Source: an optimization exercise on an open RTL-to-GDS flow (aim: small area, a short achievable clock period and few clock cycles per item). Production flows keep margins and buffers that such runs may drop. Where RTL was checked, it was by simulation tests only, not by an equivalence proof against the original. Power and IR drop assume default switching activity.

## the baseline
// v_tile
module v_tile #(
    parameter width = 16,
    parameter num_inputs = 4,
    parameter num_regs = 16,
    parameter total_inputs = num_inputs + num_inputs
) (
    input wire clk,
    input wire reset,
    input wire on_off,
    input wire write_en1,
    output wire write_rdy1,
    input wire [num_inputs*width-1:0] w_data_in1,
    output wire write_ack1,
    input wire write_en2,
    output wire write_rdy2,
    input wire [num_inputs*width-1:0] w_data_in2,
    output wire write_ack2,
    input wire write_en3,
    output wire write_rdy3,
    input wire [width-1:0] w_data_in3,
    output wire write_ack3,
    output wire [num_inputs*width-1:0] adder_outputs,
    output wire [3:0] dest_info,
    output wire adder_ack
);
    reg [63:0] op_a, op_b;
    reg [5:0]  cfg;
    reg        rdy1, rdy2, rdy3;
    reg [15:1] blk_carry;    
    wire we1 = write_en1 & ~on_off;
    wire we2 = write_en2 & ~on_off;
    wire we3 = write_en3 & ~on_off;
    always @(posedge clk) begin
        if (reset) begin
            op_a <= 64'd0;
            op_b <= 64'd0;
            cfg  <= 6'd0;
        end else begin
            if (we1) op_a <= w_data_in1;
            if (we2) op_b <= w_data_in2;
            if (we3) cfg  <= w_data_in3[5:0];
        end
    end
    always @(posedge clk) begin
        rdy1 <= reset | (~on_off & ~write_en1);
        rdy2 <= reset | (~on_off & ~write_en2);
        rdy3 <= reset | (~on_off & ~write_en3);
    end
    assign write_rdy1 = rdy1;
    assign write_rdy2 = rdy2;
    assign write_rdy3 = rdy3;
    assign write_ack1 = write_en1 & ~rdy1;
    assign write_ack2 = write_en2 & ~rdy2;
    assign write_ack3 = write_en3 & ~rdy3;
    wire [66:0] sx = {op_a[63:48], cfg[0], op_a[47:32], cfg[1], op_a[31:16], cfg[0], op_a[15:0]};
    wire [66:0] sy = {op_b[63:48], 1'b0,   op_b[47:32], 1'b0,   op_b[31:16], 1'b0,   op_b[15:0]};
    wire [66:0] ss = sx + sy;
    wire [66:0] sc = ss ^ sx ^ sy;   
    integer i;
    always @(posedge clk) begin
        for (i = 1; i < 16; i = i + 1)
            blk_carry[i] <= ~reset & sc[4*i + i/4];
    end
  ...
Size: about 150 flip-flops, roughly 8900 sq um of cells after synthesis.
==> module v_tile, before the edit <==
module v_tile #(
    parameter width = 16,
    parameter num_inputs = 4,
    parameter num_regs = 16,
    parameter total_inputs = num_inputs + num_inputs
) (
    input wire clk,
    input wire reset,
    input wire on_off,
    input wire write_en1,
    output wire write_rdy1,
    input wire [num_inputs*width-1:0] w_data_in1,
    output wire write_ack1,
    input wire write_en2,
    output wire write_rdy2,
    input wire [num_inputs*width-1:0] w_data_in2,
    output wire write_ack2,
    input wire write_en3,
    output wire write_rdy3,
    input wire [width-1:0] w_data_in3,
    output wire write_ack3,
    output wire [num_inputs*width-1:0] adder_outputs,
    output wire [3:0] dest_info,
    output wire adder_ack
);
    reg [63:0] op_a, op_b;
    reg [5:0]  cfg;
    reg        rdy1, rdy2, rdy3;
    reg [15:1] blk_carry;    
    wire we1 = write_en1 & ~on_off;
    wire we2 = write_en2 & ~on_off;
    wire we3 = write_en3 & ~on_off;
    always @(posedge clk) begin
        if (reset) begin
            op_a <= 64'd0;
            op_b <= 64'd0;
            cfg  <= 6'd0;
        end else begin
            if (we1) op_a <= w_data_in1;
            if (we2) op_b <= w_data_in2;
            if (we3) cfg  <= w_data_in3[5:0];
        end
    end
    always @(posedge clk) begin
        rdy1 <= reset | (~on_off & ~write_en1);
        rdy2 <= reset | (~on_off & ~write_en2);
        rdy3 <= reset | (~on_off & ~write_en3);
    end
    assign write_rdy1 = rdy1;
    assign write_rdy2 = rdy2;
    assign write_rdy3 = rdy3;
    assign write_ack1 = write_en1 & ~rdy1;
    assign write_ack2 = write_en2 & ~rdy2;
    assign write_ack3 = write_en3 & ~rdy3;
    wire [66:0] sx = {op_a[63:48], cfg[0], op_a[47:32], cfg[1], op_a[31:16], cfg[0], op_a[15:0]};
    wire [66:0] sy = {op_b[63:48], 1'b0,   op_b[47:32], 1'b0,   op_b[31:16], 1'b0,   op_b[15:0]};
    wire [66:0] ss = sx + sy;
    wire [66:0] sc = ss ^ sx ^ sy;   
    integer i;
    always @(posedge clk) begin
        for (i = 1; i < 16; i = i + 1)
            blk_carry[i] <= ~reset & sc[4*i + i/4];
    end
    wire [15:0] cin = {blk_carry, 1'b0};
    genvar g;
    generate
        for (g = 0; g < 16; g = g + 1) begin : blk
            assign adder_outputs[4*g +: 4] = op_a[4*g +: 4] + op_b[4*g +: 4] + {3'b000, cin[g]};
        end
    endgenerate
    wire fu_on = on_off & ~(write_en1 | write_en2 | write_en3);
    assign dest_info = {4{fu_on}} & cfg[5:2];
    assign adder_ack = fu_on & ~(cfg[1] & ~cfg[0]);
endmodule
export LEC_CHECK = 0
export CAP_MARGIN = 20
export CORE_MARGIN = 2
export CORE_UTILIZATION = 40
export SLEW_MARGIN = 20
create_clock -name core_clock -period 4.5 [get_ports {clk}]
run.sh (not shown) runs the stock make flow with config.mk's settings and CLKGATE_MAP_FILE= SYNTH_SCRIPT=/design/flow/synth_recipe.tcl, a recipe that flattens the netlist after the stock synthesis.
In summary, the baseline completed successfully, with a layout that passed the timing, DRC and antenna checks.
diff inputs: the baseline => the candidate
==> flow/design.v <==
`timescale 1ns/1ps
module v_tile #(
    parameter width = 16,
    parameter num_inputs = 4,
    parameter num_regs = 16,
    parameter total_inputs = num_inputs + num_inputs
) (
    input wire clk,
    input wire reset,
    input wire on_off,
    input wire write_en1,
    output wire write_rdy1,
    input wire [num_inputs*width-1:0] w_data_in1,
    output wire write_ack1,
    input wire write_en2,
    output wire write_rdy2,
    input wire [num_inputs*width-1:0] w_data_in2,
    output wire write_ack2,
    input wire write_en3,
    output wire write_rdy3,
    input wire [width-1:0] w_data_in3,
    output wire write_ack3,
    output wire [num_inputs*width-1:0] adder_outputs,
    output wire [3:0] dest_info,
    output wire adder_ack
);
    reg        val1, val2, val3;   
    reg        rdy1, rdy2, rdy3;
    reg [15:1] blk_carry;          
    wire val1_nx = ~reset & (val1 | (write_en1 & ~on_off));
    wire val2_nx = ~reset & (val2 | (write_en2 & ~on_off));
    wire val3_nx = ~reset & (val3 | (write_en3 & ~on_off));
    always @(posedge clk) begin
        val1 <= val1_nx;
        val2 <= val2_nx;
        val3 <= val3_nx;
        rdy1 <= reset | (~on_off & ~write_en1);
        rdy2 <= reset | (~on_off & ~write_en2);
        rdy3 <= reset | (~on_off & ~write_en3);
    end
    assign write_rdy1 = rdy1;
    assign write_rdy2 = rdy2;
    assign write_rdy3 = rdy3;
    assign write_ack1 = write_en1 & ~rdy1;
    assign write_ack2 = write_en2 & ~rdy2;
    assign write_ack3 = write_en3 & ~rdy3;
    wire [63:0] na = w_data_in1 & {64{val1_nx}};
    wire [63:0] nb = w_data_in2 & {64{val2_nx}};
    wire [1:0]  nm = w_data_in3[1:0] & {2{val3_nx}};
    wire [66:0] sx = {na[63:48], nm[0], na[47:32], nm[1], na[31:16], nm[0], na[15:0]};
    wire [66:0] sy = {nb[63:48], 1'b0,  nb[47:32], 1'b0,  nb[31:16], 1'b0,  nb[15:0]};
    wire [66:0] ss = sx + sy;
    wire [66:0] sc = ss ^ sx ^ sy;   
    integer i;
    always @(posedge clk) begin
        for (i = 1; i < 16; i = i + 1)
            blk_carry[i] <= sc[4*i + i/4];
    end
    wire [63:0] ca = w_data_in1 & {64{val1}};
    wire [63:0] cb = w_data_in2 & {64{val2}};
    wire [5:0]  cc = w_data_in3[5:0] & {6{val3}};
    wire [15:0] cin = {blk_carry, 1'b0};
    genvar g;
    generate
        for (g = 0; g < 16; g = g + 1) begin : blk
            assign adder_outputs[4*g +: 4] = ca[4*g +: 4] + cb[4*g +: 4] + {3'b000, cin[g]};
        end
    endgenerate
    wire fu_on = on_off & ~(write_en1 | write_en2 | write_en3);
    assign dest_info = {4{fu_on}} & cc[5:2];
    assign adder_ack = fu_on & ~(cc[1] & ~cc[0]);
endmodule
Results
Between the baseline and the candidate, clock skew decreased.
Compared with the baseline, post-placement cell area in the candidate decreased by more than 10%.
Overall power: higher on the baseline
Between the baseline and the candidate, the flow reports cell count decreasing by more than a quarter.
The candidate improves on the baseline in net switching power figure.
Compared to the baseline, the candidate has global-route usage 1.3 points higher.
Note that the clock power recorded for the baseline amounts to 6.8 times the value seen in the candidate.
No functional check of the RTL was part of any run of this note.

========
## oak
Another version of the RTL of v_tile (not shown whole).
For scale: roughly 650 cells after synthesis, about 21 flip-flops, ~5000 µm² of cells after synthesis.
==> module v_tile, before the edit <==
module v_tile #(
    parameter width = 16,
    parameter num_inputs = 4,
    parameter num_regs = 16,
    parameter total_inputs = num_inputs + num_inputs
) (
    input wire clk,
    input wire reset,
    input wire on_off,
    input wire write_en1,
    output wire write_rdy1,
    input wire [num_inputs*width-1:0] w_data_in1,
    output wire write_ack1,
    input wire write_en2,
    output wire write_rdy2,
    input wire [num_inputs*width-1:0] w_data_in2,
    output wire write_ack2,
    input wire write_en3,
    output wire write_rdy3,
    input wire [width-1:0] w_data_in3,
    output wire write_ack3,
    output wire [num_inputs*width-1:0] adder_outputs,
    output wire [3:0] dest_info,
    output wire adder_ack
);
    reg        val1, val2, val3;   
    reg        rdy1, rdy2, rdy3;
    reg [15:1] blk_carry;          
    wire val1_nx = ~reset & (val1 | (write_en1 & ~on_off));
    wire val2_nx = ~reset & (val2 | (write_en2 & ~on_off));
    wire val3_nx = ~reset & (val3 | (write_en3 & ~on_off));
    always @(posedge clk) begin
        val1 <= val1_nx;
        val2 <= val2_nx;
        val3 <= val3_nx;
        rdy1 <= reset | (~on_off & ~write_en1);
        rdy2 <= reset | (~on_off & ~write_en2);
        rdy3 <= reset | (~on_off & ~write_en3);
    end
    assign write_rdy1 = rdy1;
    assign write_rdy2 = rdy2;
    assign write_rdy3 = rdy3;
    assign write_ack1 = write_en1 & ~rdy1;
    assign write_ack2 = write_en2 & ~rdy2;
    assign write_ack3 = write_en3 & ~rdy3;
    wire [63:0] ca = w_data_in1 & {64{val1}};
    wire [63:0] cb = w_data_in2 & {64{val2}};
    wire [5:0]  cc = w_data_in3[5:0] & {6{val3}};
    wire [66:0] sx = {ca[63:48], cc[0], ca[47:32], cc[1], ca[31:16], cc[0], ca[15:0]};
    wire [66:0] sy = {cb[63:48], 1'b0,  cb[47:32], 1'b0,  cb[31:16], 1'b0,  cb[15:0]};
    wire [66:0] ss = sx + sy;
    wire [66:0] sc = ss ^ sx ^ sy;   
    integer i;
    always @(posedge clk) begin
        for (i = 1; i < 16; i = i + 1)
            blk_carry[i] <= ~reset & sc[4*i + i/4];
    end
    wire [15:0] cin = {blk_carry, 1'b0};
    genvar g;
    generate
        for (g = 0; g < 16; g = g + 1) begin : blk
            assign adder_outputs[4*g +: 4] = ca[4*g +: 4] + cb[4*g +: 4] + {3'b000, cin[g]};
        end
    endgenerate
    wire fu_on = on_off & ~(write_en1 | write_en2 | write_en3);
    assign dest_info = {4{fu_on}} & cc[5:2];
    assign adder_ack = fu_on & ~(cc[1] & ~cc[0]);
endmodule
clock: 4.5 ns
lec_check: 0
cap_margin: 20
core_margin: 2
core_utilization: 40
slew_margin: 20
standard.sh (not shown) runs the stock make flow with config.mk's settings and CLKGATE_MAP_FILE= SYNTH_SCRIPT=/design/flow/synth_recipe.tcl, a recipe that flattens the netlist after the stock synthesis.
==> flow/flow/run.sh <==
#!/bin/bash
# The standard layout, with the ports buffered by the smallest buffer instead
# of the delay cell buffer_ports picks on its own.
bash standard.sh "BUFFER_PORTS_ARGS=-buffer_cell sky130_fd_sc_hd__buf_1" finish > standard.log 2>&1
diff inputs: oak => pine
--- a/flow/design.v
+++ b/flow/design.v
@@ -24,18 +24,15 @@
     output wire [3:0] dest_info,
     output wire adder_ack
 );
     reg        val1, val2, val3;   
     reg        rdy1, rdy2, rdy3;
-    reg [15:1] blk_carry;          
-    wire val1_nx = ~reset & (val1 | (write_en1 & ~on_off));
-    wire val2_nx = ~reset & (val2 | (write_en2 & ~on_off));
-    wire val3_nx = ~reset & (val3 | (write_en3 & ~on_off));
+    reg [31:1] blk_carry;          
     always @(posedge clk) begin
-        val1 <= val1_nx;
-        val2 <= val2_nx;
-        val3 <= val3_nx;
+        val1 <= ~reset & (val1 | (write_en1 & ~on_off));
+        val2 <= ~reset & (val2 | (write_en2 & ~on_off));
+        val3 <= ~reset & (val3 | (write_en3 & ~on_off));
         rdy1 <= reset | (~on_off & ~write_en1);
         rdy2 <= reset | (~on_off & ~write_en2);
         rdy3 <= reset | (~on_off & ~write_en3);
     end
     assign write_rdy1 = rdy1;
@@ -51,18 +48,21 @@
     wire [66:0] sy = {cb[63:48], 1'b0,  cb[47:32], 1'b0,  cb[31:16], 1'b0,  cb[15:0]};
     wire [66:0] ss = sx + sy;
     wire [66:0] sc = ss ^ sx ^ sy;   
     integer i;
     always @(posedge clk) begin
-        for (i = 1; i < 16; i = i + 1)
-            blk_carry[i] <= ~reset & sc[4*i + i/4];
+        for (i = 1; i < 32; i = i + 1)
+            blk_carry[i] <= ~reset & sc[2*i + i/8];
     end
-    wire [15:0] cin = {blk_carry, 1'b0};
-    genvar g;
+    wire [31:0] cin = {blk_carry, 1'b0};
+    wire [63:0] p = ca ^ cb;
+    wire [63:0] g = ca & cb;
+    genvar k;
     generate
-        for (g = 0; g < 16; g = g + 1) begin : blk
-            assign adder_outputs[4*g +: 4] = ca[4*g +: 4] + cb[4*g +: 4] + {3'b000, cin[g]};
+        for (k = 0; k < 32; k = k + 1) begin : blk
+            assign adder_outputs[2*k]     = p[2*k] ^ cin[k];
+            assign adder_outputs[2*k + 1] = p[2*k + 1] ^ (g[2*k] | (p[2*k] & cin[k]));
         end
     endgenerate
     wire fu_on = on_off & ~(write_en1 | write_en2 | write_en3);
     assign dest_info = {4{fu_on}} & cc[5:2];
     assign adder_ack = fu_on & ~(cc[1] & ~cc[0]);
[summary]
pine did not stop at any stage, and its layout met the timing, DRC and antenna checks.
On count of multi-input gates, the lower figure sits with oak, not pine.
In pine the layout sequential cell count turned out 76% higher than in oak.
In the flow results for oak and pine, the number of buffers created by CTS is larger on pine.
[compare] base=oak new=pine: maximum number of pins on one net before global-route repair increased by about 27% relative to the old numbers, number of global-route vias before repair increased by 24% relative to the old numbers, total power draw increased by about 70% relative to the old numbers.
Diff oak -> pine: number of clock sinks +16, data arrival time of the worst path +1.44 ns, total nets after synthesis +212, iteration-0 DRC count of the detailed router +about 80%.
On pine: depth of the worst register-to-register path is 1 lower than what oak gave.
No run of this note included a check of the RTL's function; only the layout flow was run.

========
v_tile, a different RTL version from the one above (not shown whole).
Size: ~750 cells after synthesis, ~37 flip-flops, ~230 I/O pins.
==> flow/design.v (excerpt) <==
module v_tile #(
    parameter width = 16,
    parameter num_inputs = 4,
    parameter num_regs = 16,
    parameter total_inputs = num_inputs + num_inputs
) (
    input wire clk,
    input wire reset,
    input wire on_off,
    input wire write_en1,
    output wire write_rdy1,
    input wire [num_inputs*width-1:0] w_data_in1,
    output wire write_ack1,
    input wire write_en2,
    output wire write_rdy2,
    input wire [num_inputs*width-1:0] w_data_in2,
    output wire write_ack2,
    input wire write_en3,
    output wire write_rdy3,
    input wire [width-1:0] w_data_in3,
    output wire write_ack3,
    output wire [num_inputs*width-1:0] adder_outputs,
    output wire [3:0] dest_info,
    output wire adder_ack
);
==> module v_tile, before the edit <==
module v_tile #(
    parameter width = 16,
    parameter num_inputs = 4,
    parameter num_regs = 16,
    parameter total_inputs = num_inputs + num_inputs
) (
    input wire clk,
    input wire reset,
    input wire on_off,
    input wire write_en1,
    output wire write_rdy1,
    input wire [num_inputs*width-1:0] w_data_in1,
    output wire write_ack1,
    input wire write_en2,
    output wire write_rdy2,
    input wire [num_inputs*width-1:0] w_data_in2,
    output wire write_ack2,
    input wire write_en3,
    output wire write_rdy3,
    input wire [width-1:0] w_data_in3,
    output wire write_ack3,
    output wire [num_inputs*width-1:0] adder_outputs,
    output wire [3:0] dest_info,
    output wire adder_ack
);
    reg        val1, val2, val3;   
    reg        rdy1, rdy2, rdy3;
    reg [7:1]  blk_carry;          
    reg [31:0] grp_carry;          
    wire val3_nx = ~reset & (val3 | (write_en3 & ~on_off));
    always @(posedge clk) begin
        val1 <= ~reset & (val1 | (write_en1 & ~on_off));
        val2 <= ~reset & (val2 | (write_en2 & ~on_off));
        val3 <= val3_nx;
        rdy1 <= reset | (~on_off & ~write_en1);
        rdy2 <= reset | (~on_off & ~write_en2);
        rdy3 <= reset | (~on_off & ~write_en3);
    end
    assign write_rdy1 = rdy1;
    assign write_rdy2 = rdy2;
    assign write_rdy3 = rdy3;
    assign write_ack1 = write_en1 & ~rdy1;
    assign write_ack2 = write_en2 & ~rdy2;
    assign write_ack3 = write_en3 & ~rdy3;
    wire val12 = val1 & val2;
    wire [63:0] rg = w_data_in1 & w_data_in2;
    wire [63:0] rt = w_data_in1 | w_data_in2;
    reg [31:0] g2, t2;
    integer k;
    always @* begin
        for (k = 0; k < 32; k = k + 1) begin
            g2[k] = rg[2*k + 1] | (rt[2*k + 1] & rg[2*k]);
            t2[k] = rt[2*k + 1] & rt[2*k];
        end
    end
    wire [1:0] mode_nx = w_data_in3[1:0] & {2{val3_nx}};
    reg [7:0] g8, t8;
    integer b;
    always @* begin
        for (b = 0; b < 8; b = b + 1) begin
            g8[b] = g2[4*b + 3] | (t2[4*b + 3] & (g2[4*b + 2] | (t2[4*b + 2] & (g2[4*b + 1] | (t2[4*b + 1] & g2[4*b])))));
            t8[b] = &t2[4*b +: 4];
        end
        g8[1] = g8[1] & mode_nx[0];
        t8[1] = t8[1] & mode_nx[0];
        g8[3] = g8[3] & mode_nx[1];
        t8[3] = t8[3] & mode_nx[1];
        g8[5] = g8[5] & mode_nx[0];
        t8[5] = t8[5] & mode_nx[0];
    end
    reg [7:0] pg, pt;
    integer lv;
    always @* begin
        pg = g8;
        pt = t8;
        for (lv = 1; lv < 8; lv = lv * 2)
            for (k = 0; k < 8; k = k + 1)
                if (k & lv) begin
                    pg[k] = pg[k] | (pt[k] & pg[(k & ~(lv - 1)) - 1]);
                    pt[k] = pt[k] & pt[(k & ~(lv - 1)) - 1];
                end
    end
    reg [31:0] gc;
    always @* begin
        for (k = 0; k < 32; k = k + 1)
            if (k % 4 == 0)
                gc[k] = (k == 0) ? 1'b0 : blk_carry[k / 4];
            else
                gc[k] = g2[k - 1] | (t2[k - 1] & gc[k - 1]);
    end
    always @(posedge clk) begin
        blk_carry <= ~{7{reset}} & pg[6:0];
        for (k = 0; k < 32; k = k + 1)
            grp_carry[k] <= (k % 4 != 0) & ~reset & val12 & gc[k];
    end
    wire [63:0] ca = w_data_in1 & {64{val1}};
    wire [63:0] cb = w_data_in2 & {64{val2}};
    wire [5:0]  cc = w_data_in3[5:0] & {6{val3}};
    wire [63:0] p = ca ^ cb;
    reg [63:0] c;
    always @* begin
        for (k = 0; k < 32; k = k + 1) begin
            if (k % 4 == 0)
                c[2*k] = (k == 0) ? 1'b0 : (val12 & blk_carry[k / 4]);
            else
                c[2*k] = grp_carry[k];
            c[2*k + 1] = (val12 & rg[2*k]) | (rt[2*k] & c[2*k]);
        end
    end
    assign adder_outputs = p ^ c;
    wire fu_on = on_off & ~(write_en1 | write_en2 | write_en3);
    assign dest_info = {4{fu_on}} & cc[5:2];
    assign adder_ack = fu_on & ~(cc[1] & ~cc[0]);
endmodule
Settings: LEC_CHECK=0, CAP_MARGIN=20, CORE_MARGIN=2, CORE_UTILIZATION=40, SLEW_MARGIN=20; clock period 4.5 ns.
==> flow/flow/run.sh <==
#!/bin/bash
# The standard layout, except: the ports are buffered by the smallest buffer
# instead of the delay cell buffer_ports picks on its own; the adders are
# mapped by ABC's area script to plain gates (no full/half adder cells); and
# timing repair aims for setup slack beyond the clock period's.
bash standard.sh "BUFFER_PORTS_ARGS=-buffer_cell sky130_fd_sc_hd__buf_1" ADDER_MAP_FILE= ABC_AREA=1 SETUP_SLACK_MARGIN=1.8 finish > standard.log 2>&1
The first run ran to the end with no violations.
==> next run, changes <==
--- a/flow/design.v
+++ b/flow/design.v
@@ -95,20 +95,22 @@
             grp_carry[k] <= (k % 4 != 0) & ~reset & val12 & gc[k];
     end
     wire [63:0] ca = w_data_in1 & {64{val1}};
     wire [63:0] cb = w_data_in2 & {64{val2}};
     wire [5:0]  cc = w_data_in3[5:0] & {6{val3}};
     wire [63:0] p = ca ^ cb;
+    wire [63:0] g = ca & cb;
+    wire [63:0] t = ca | cb;
     reg [63:0] c;
     always @* begin
         for (k = 0; k < 32; k = k + 1) begin
             if (k % 4 == 0)
                 c[2*k] = (k == 0) ? 1'b0 : (val12 & blk_carry[k / 4]);
             else
                 c[2*k] = grp_carry[k];
-            c[2*k + 1] = (val12 & rg[2*k]) | (rt[2*k] & c[2*k]);
+            c[2*k + 1] = g[2*k] | (t[2*k] & c[2*k]);
         end
     end
     assign adder_outputs = p ^ c;
     wire fu_on = on_off & ~(write_en1 | write_en2 | write_en3);
     assign dest_info = {4{fu_on}} & cc[5:2];
     assign adder_ack = fu_on & ~(cc[1] & ~cc[0]);
Outcome:
- total power goes up by 1.3%
- first-iteration DRC count went down by 26%
- global-route usage rises by 2.1 points
- via count goes up by 2.1%
- combinational power shrinks by about 1%
- non-clock buffer count goes up by 4
- critical path depth does not change
- sequential cell count is unchanged
- register-to-register slack gets better by 0.36 ns
Testbench counts after the change, summed over its fixed seeds: cycles 9,600, ops 3,200.

[re-timing with driven ports]
How much do the figures lean on ideal ports? The routed layouts below were timed once more, with nothing changed but the port constraints. Step 1 sets driving cells, clkbuf_16 on the clock port and buf_2 on the other inputs (assumed; they add their load-dependent delay and slew). Step 2 times the ports against the registers' clock, not the clock port: input delays grow and output delays shrink by t, the midpoint of the rising clock arrivals with the driver on. Three values: ideal, step 1, step 2; two values: the first two.
| run | t (ns) | slack for setup (ns) | hold slack, ns | latest minus earliest clock arrival (ns) | worst register clock-pin slew, ns |
|---|---|---|---|---|---|
| the baseline | 0.469 | 0.722 / 0.693 / 0.693 | 0.459 / 0.459 / 0.459 | 0.013 / 0.013 | 0.07 / 0.07 |
| the candidate | 0.302 | 0.299 / 0.305 / 0.003 | 0.583 / 0.583 / 0.583 | 0.004 / 0.004 | 0.07 / 0.07 |
| oak | 0.296 | 1.001 / 0.964 / 0.919 | 0.669 / 0.669 / 0.669 | 0.008 / 0.007 | 0.07 / 0.07 |
| pine | 0.344 | 0.621 / 0.621 / 0.528 | 0.739 / 0.739 / 0.739 | 0.007 / 0.007 | 0.07 / 0.07 |
| the first run of note 3 | 0.321 | 1.881 / 1.842 / 1.842 | 0.533 / 0.533 / 0.533 | 0.005 / 0.005 | 0.08 / 0.08 |
| the second run of note 3 | 0.323 | 1.859 / 1.822 / 1.822 | 0.529 / 0.529 / 0.529 | 0.002 / 0.002 | 0.08 / 0.08 |
After both steps setup and hold are still met in every run listed. The setup slack of the candidate, which loses most, moves by +0.006 ns with the drivers and by -0.296 ns with both steps.
